What follows belongs to an exercise in optimizing a design on an open flow for small area; a production flow would make more cautious choices.
The RTL was checked by simulation tests, not by an equivalence proof against the original design.
No driver is modelled on the clock port, so clocking that relies on it looks cheaper here than on a real chip.

Design viterbi_top, start of the top module:
module viterbi_top (
    input  logic        clk,
    input  logic        rst,         
    input  logic        in_valid,    
    input  logic [7:0]  in0,         
    input  logic [7:0]  in1,         
    output logic        out_valid,   
    output logic [31:0] out_bits     
);
    logic [4:0]  t;                  
    logic [5:0]  pm [4];             
    logic [28:0] sv [4];             
    logic [3:0]  sd;                 
    logic        ph;                 
    function automatic logic [5:0] add6(input logic [5:0] x, input logic [5:0] y,
                                        input logic ci);
        logic c;
        c = ci;
        for (int i = 0; i < 6; i++) begin
            add6[i] = x[i] ^ y[i] ^ c;
            c = (x[i] & y[i]) | (x[i] & c) | (y[i] & c);
        end
    endfunction
    function automatic logic lt6(input logic [5:0] x, input logic [5:0] y);
        logic c;
        c = 1'b1;
        for (int i = 0; i < 5; i++)
            c = (x[i] & ~y[i]) | (x[i] & c) | (~y[i] & c);
        lt6 = x[5] ^ ~y[5] ^ c;
    endfunction
    function automatic logic neg6(input logic [5:0] x, input logic [5:0] y);
        logic c;
        c = 1'b0;
        for (int i = 0; i < 5; i++)
            c = (x[i] & y[i]) | (x[i] & c) | (y[i] & c);
        neg6 = x[5] ^ y[5] ^ c;
    endfunction
    logic [2:0] p0, p1;
    assign p0 = ~in0[7:5];
    assign p1 = ~in1[7:5];
    logic [5:0] pp, k, r0, r1;
  ...
For scale: about 700 cells after synthesis, roughly 150 flip-flops, roughly 52 I/O pins, roughly 0.0082 mm^2 of cells after synthesis.
==> flow/config.mk <==
export PLATFORM = sky130hd
export DESIGN_NAME = viterbi_top
export DESIGN_NICKNAME = viterbi_top
export VERILOG_FILES = /design/flow/design.v
export SDC_FILE = /design/flow/constraint.sdc
export NUM_CORES = 4
export LEC_CHECK = 0
export CAP_MARGIN = 20
export CELL_PAD_IN_SITES_DETAIL_PLACEMENT = 1
export CORE_MARGIN = 2
export CORE_UTILIZATION = 30
export PLACE_DENSITY = 0.5
export SLEW_MARGIN = 20
export SYNTH_HIERARCHICAL = 1
==> flow/constraint.sdc <==
create_clock -name core_clock -period 10.0 [get_ports {clk}]
set_input_delay 2.0000 -clock core_clock [delete_from_list [all_inputs] [get_ports {clk}]]
set_output_delay 2.0000 -clock core_clock [all_outputs]
set_load 0.01 [all_outputs]
standard.sh (not shown) runs the stock make flow with config.mk's settings and CLKGATE_MAP_FILE= SYNTH_SCRIPT=/design/flow/synth_recipe.tcl, a recipe that flattens the netlist after the stock synthesis.
==> flow/flow/run.sh <==
#!/bin/bash
# The standard layout (standard.sh, standard synthesis unchanged) with
# changes that only affect buffering and sizing:
#  - every port gets a buffer, the smallest one (buf_1);
#  - the clock tree is built from clkbuf_8 cells, without dummy loads, and
#    then each of its buffers is sized down to clkbuf_4 where the clock slew
#    at every flip-flop stays at most 120 ps (flow/post_cts.tcl);
#  - before the placement-stage repair, cells on paths with positive slack
#    are sized down (flow/pre_resize.tcl).
# The make output goes to standard.log; ORFS's per-step logs stay under orfs/logs.
set -euo pipefail
export BUFFER_PORTS_ARGS="-buffer_cell sky130_fd_sc_hd__buf_1"
export CTS_ARGS="-sink_clustering_enable -repair_clock_nets -buf_list sky130_fd_sc_hd__clkbuf_8 -dont_use_dummy_load"
export PRE_RESIZE_TCL="$(pwd)/flow/pre_resize.tcl"
export POST_CTS_TCL="$(pwd)/flow/post_cts.tcl"
bash standard.sh finish > standard.log 2>&1
==> flow/flow/post_cts.tcl <==
proc my_clk_pin_slew_ps {} {
  set w 0
  foreach pin [all_registers -clock_pins -edge_triggered] {
    foreach e {rise fall} {
      set ps [expr {[sta::time_ui_sta [get_property $pin slew_max_$e]] * 1e12}]
      if {$ps > $w} { set w $ps }
    }
  }
  return $w
}
estimate_parasitics -placement
set_propagated_clock [all_clocks]
set small [get_lib_cells */sky130_fd_sc_hd__clkbuf_4]
set big [get_lib_cells */sky130_fd_sc_hd__clkbuf_8]
set n 0
foreach inst [get_cells *] {
  if {[get_property $inst ref_name] ne "sky130_fd_sc_hd__clkbuf_8"} { continue }
  replace_cell $inst $small
  estimate_parasitics -placement
  if {[my_clk_pin_slew_ps] > 120.0} {
    replace_cell $inst $big
    estimate_parasitics -placement
  } else {
    incr n
  }
}
puts "post_cts: sized $n clock buffers down, worst clock pin slew [my_clk_pin_slew_ps] ps"
==> flow/flow/pre_resize.tcl <==
# Before the placement-stage repair_design: size down cells on paths with
# positive slack. repair_design, which follows, then fixes any slew or
# capacitance limit this breaks.
estimate_parasitics -placement
repair_timing -recover_power 100 -verbose
Rerun with:
CAP_MARGIN = 0   (was 20)
CORE_UTILIZATION = 45   (was 30)
PLACE_DENSITY = 0.6   (was 0.5)
SLEW_MARGIN = 0   (was 20)
=> Cell area drops by 2.8%; worst hold slack loses 0.0036 ns; non-clock buffer count drops by 6; register-to-register slack gains 0.40 ns; setup slack loses 0.19 ns; sequential share of layout area climbs by 1.0 points.
Rerun with:
==> flow/flow/run.sh (replaced) <==
#!/bin/bash
# The standard layout (standard.sh, standard synthesis unchanged) with
# three changes that only affect buffering and sizing:
#  - every port gets a buffer, the smallest one (buf_1);
#  - the clock tree is built from clkbuf_8 cells, without dummy loads;
#  - after global routing, cells on paths with positive slack are sized down.
# The make output goes to standard.log; ORFS's per-step logs stay under orfs/logs.
set -euo pipefail
export BUFFER_PORTS_ARGS="-buffer_cell sky130_fd_sc_hd__buf_1"
export CTS_ARGS="-sink_clustering_enable -repair_clock_nets -buf_list sky130_fd_sc_hd__clkbuf_8 -dont_use_dummy_load"
export RECOVER_POWER=100
bash standard.sh finish > standard.log 2>&1
CAP_MARGIN = 20   (was 0)
CORE_UTILIZATION = 30   (was 45)
PLACE_DENSITY = 0.5   (was 0.6)
SLEW_MARGIN = 20   (was 0)
removed: flow/flow/post_cts.tcl
removed: flow/flow/pre_resize.tcl
The new run finished but fails on max-capacitance violations, max-slew violations. Design area grows by 2.5%. Synthesized cell count stays the same.
Rerun with:
==> flow/flow/run.sh (replaced) <==
#!/bin/bash
# The standard layout (standard.sh, standard synthesis unchanged) with
# changes that only affect buffering and sizing:
#  - every port gets a buffer, the smallest one (buf_1);
#  - the clock tree is built from clkbuf_8 cells, without dummy loads, and
#    then each of its buffers is sized down to clkbuf_4 where the clock slew
#    at every flip-flop stays at most 120 ps (flow/post_cts.tcl);
#  - before the placement-stage repair, cells on paths with positive slack
#    are sized down (flow/pre_resize.tcl).
# The make output goes to standard.log; ORFS's per-step logs stay under orfs/logs.
set -euo pipefail
export BUFFER_PORTS_ARGS="-buffer_cell sky130_fd_sc_hd__buf_1"
export CTS_ARGS="-sink_clustering_enable -repair_clock_nets -buf_list sky130_fd_sc_hd__clkbuf_8 -dont_use_dummy_load"
export PRE_RESIZE_TCL="$(pwd)/flow/pre_resize.tcl"
export POST_CTS_TCL="$(pwd)/flow/post_cts.tcl"
bash standard.sh finish > standard.log 2>&1
==> flow/flow/post_cts.tcl (new file) <==
proc my_clk_pin_slew_ps {} {
  set w 0
  foreach pin [all_registers -clock_pins -edge_triggered] {
    foreach e {rise fall} {
      set ps [expr {[sta::time_ui_sta [get_property $pin slew_max_$e]] * 1e12}]
      if {$ps > $w} { set w $ps }
    }
  }
  return $w
}
estimate_parasitics -placement
set_propagated_clock [all_clocks]
set small [get_lib_cells */sky130_fd_sc_hd__clkbuf_4]
set big [get_lib_cells */sky130_fd_sc_hd__clkbuf_8]
set n 0
foreach inst [get_cells *] {
  if {[get_property $inst ref_name] ne "sky130_fd_sc_hd__clkbuf_8"} { continue }
  replace_cell $inst $small
  estimate_parasitics -placement
  if {[my_clk_pin_slew_ps] > 120.0} {
    replace_cell $inst $big
    estimate_parasitics -placement
  } else {
    incr n
  }
}
puts "post_cts: sized $n clock buffers down, worst clock pin slew [my_clk_pin_slew_ps] ps"
==> flow/flow/pre_resize.tcl (new file) <==
# Before the placement-stage repair_design: size down cells on paths with
# positive slack. repair_design, which follows, then fixes any slew or
# capacitance limit this breaks.
estimate_parasitics -placement
repair_timing -recover_power 100 -verbose
CAP_MARGIN = 0   (was 20)
CORE_UTILIZATION = 55   (was 30)
PLACE_DENSITY = 0.7   (was 0.5)
SLEW_MARGIN = 0   (was 20)
The changed run produced a clean layout.
Worst hold slack gets better by 0.0060 ns.
Die area went down by 45%.
Clock-buffer cell count stays the same.
Setup slack gets worse by 0.019 ns.
Design area went down by 3.7%.
Rerun with:
==> flow/flow/run.sh (replaced) <==
#!/bin/bash
# The standard layout (standard.sh, standard synthesis unchanged) with
# three changes that only affect buffering and sizing:
#  - every port gets a buffer, the smallest one (buf_1);
#  - the clock tree is built from clkbuf_8 cells, without dummy loads;
#  - before the placement-stage repair, cells on paths with positive slack
#    are sized down (flow/pre_resize.tcl).
# The make output goes to standard.log; ORFS's per-step logs stay under orfs/logs.
set -euo pipefail
export BUFFER_PORTS_ARGS="-buffer_cell sky130_fd_sc_hd__buf_1"
export CTS_ARGS="-sink_clustering_enable -repair_clock_nets -buf_list sky130_fd_sc_hd__clkbuf_8 -dont_use_dummy_load"
export PRE_RESIZE_TCL="$(pwd)/flow/pre_resize.tcl"
bash standard.sh finish > standard.log 2>&1
CAP_MARGIN = 20   (was 0)
CORE_UTILIZATION = 45   (was 55)
PLACE_DENSITY = 0.6   (was 0.7)
SLEW_MARGIN = 20   (was 0)
removed: flow/flow/post_cts.tcl
=> The new run completed without violations. Design area rises by a few percent. Hold slack is worse by 0.0094 ns.
Rerun with:
--- a/flow/flow/run.sh
+++ b/flow/flow/run.sh
@@ -2,5 +2,8 @@
 # The standard layout (standard.sh, standard synthesis unchanged) with
-# three changes that only affect buffering and sizing:
+# changes that only affect buffering and sizing:
 #  - every port gets a buffer, the smallest one (buf_1);
-#  - the clock tree is built from clkbuf_8 cells, without dummy loads;
+#  - the clock tree is built from clkbuf_8 cells, without dummy loads, and
+#    then (flow/post_cts.tcl) cells on paths with positive slack are sized down
+#    again, and each clock buffer is sized down to clkbuf_4 where the clock slew
+#    at every flip-flop stays at most 120 ps;
 #  - before the placement-stage repair, cells on paths with positive slack
@@ -12,2 +15,3 @@
 export PRE_RESIZE_TCL="$(pwd)/flow/pre_resize.tcl"
+export POST_CTS_TCL="$(pwd)/flow/post_cts.tcl"
 bash standard.sh finish > standard.log 2>&1
==> flow/flow/post_cts.tcl (new file) <==
proc my_clk_pin_slew_ps {} {
  set w 0
  foreach pin [all_registers -clock_pins -edge_triggered] {
    foreach e {rise fall} {
      set ps [expr {[sta::time_ui_sta [get_property $pin slew_max_$e]] * 1e12}]
      if {$ps > $w} { set w $ps }
    }
  }
  return $w
}
estimate_parasitics -placement
set_propagated_clock [all_clocks]
# Size down cells on paths with positive slack once more, then fix any slew
# or capacitance limit that breaks.
repair_timing -recover_power 100 -verbose
repair_design -cap_margin $::env(CAP_MARGIN) -slew_margin $::env(SLEW_MARGIN) -verbose
estimate_parasitics -placement
set small [get_lib_cells */sky130_fd_sc_hd__clkbuf_4]
set big [get_lib_cells */sky130_fd_sc_hd__clkbuf_8]
set n 0
foreach inst [get_cells *] {
  if {[get_property $inst ref_name] ne "sky130_fd_sc_hd__clkbuf_8"} { continue }
  replace_cell $inst $small
  estimate_parasitics -placement
  if {[my_clk_pin_slew_ps] > 120.0} {
    replace_cell $inst $big
    estimate_parasitics -placement
  } else {
    incr n
  }
}
puts "post_cts: sized $n clock buffers down, worst clock pin slew [my_clk_pin_slew_ps] ps"
CAP_MARGIN = 0   (was 20)
CORE_UTILIZATION = 55   (was 45)
PLACE_DENSITY = 0.7   (was 0.6)
SLEW_MARGIN = 0   (was 20)
After rerunning: Clock-buffer cell count does not change. Die area went down by 18%. Cell area went down by 3.3%. Setup slack loses 0.11 ns. Non-clock buffer count went down by 4. Global-route usage went up by 5.8 points.

-- what the ideal ports hide --
Ports are ideal in the flow. The routed layouts listed here were re-timed in OpenROAD.
Step 1 (the two cells are an assumption about what drives the block):
set clk [get_ports {clk}]
set_driving_cell -lib_cell sky130_fd_sc_hd__clkbuf_16 $clk
set_driving_cell -lib_cell sky130_fd_sc_hd__buf_2 [delete_from_list [all_inputs] $clk]
Step 2 moves the port delays by t, midway between the first and last clock arrival at a register: inputs arrive t later, outputs are due t later. That takes back most of the time a late clock gives input paths.
Three values: no drivers, after step 1, after step 2; two values: the first two.
| run | t, ns | slack for setup (ns) | worst setup path at the end | clock arrival spread, ns | worst register clock-pin slew, ns |
|---|---|---|---|---|---|
| the first run | 0.594 | 0.778 / 0.730 / 1.324 | register to output | 0.038 / 0.038 | 0.11 / 0.11 |
| the second run | 0.570 | 0.587 / 0.550 / 1.119 | register to output | 0.036 / 0.037 | 0.11 / 0.11 |
| the third run | 0.488 | 0.704 / 0.661 / 1.149 | register to output | 0.039 / 0.040 | 0.11 / 0.11 |
| the fourth run | 0.610 | 0.685 / 0.649 / 1.259 | register to output | 0.048 / 0.048 | 0.12 / 0.12 |
| the fifth run | 0.476 | 0.670 / 0.631 / 1.107 | register to output | 0.034 / 0.035 | 0.09 / 0.09 |
| the sixth run | 0.610 | 0.563 / 0.525 / 1.135 | register to output | 0.050 / 0.050 | 0.12 / 0.12 |
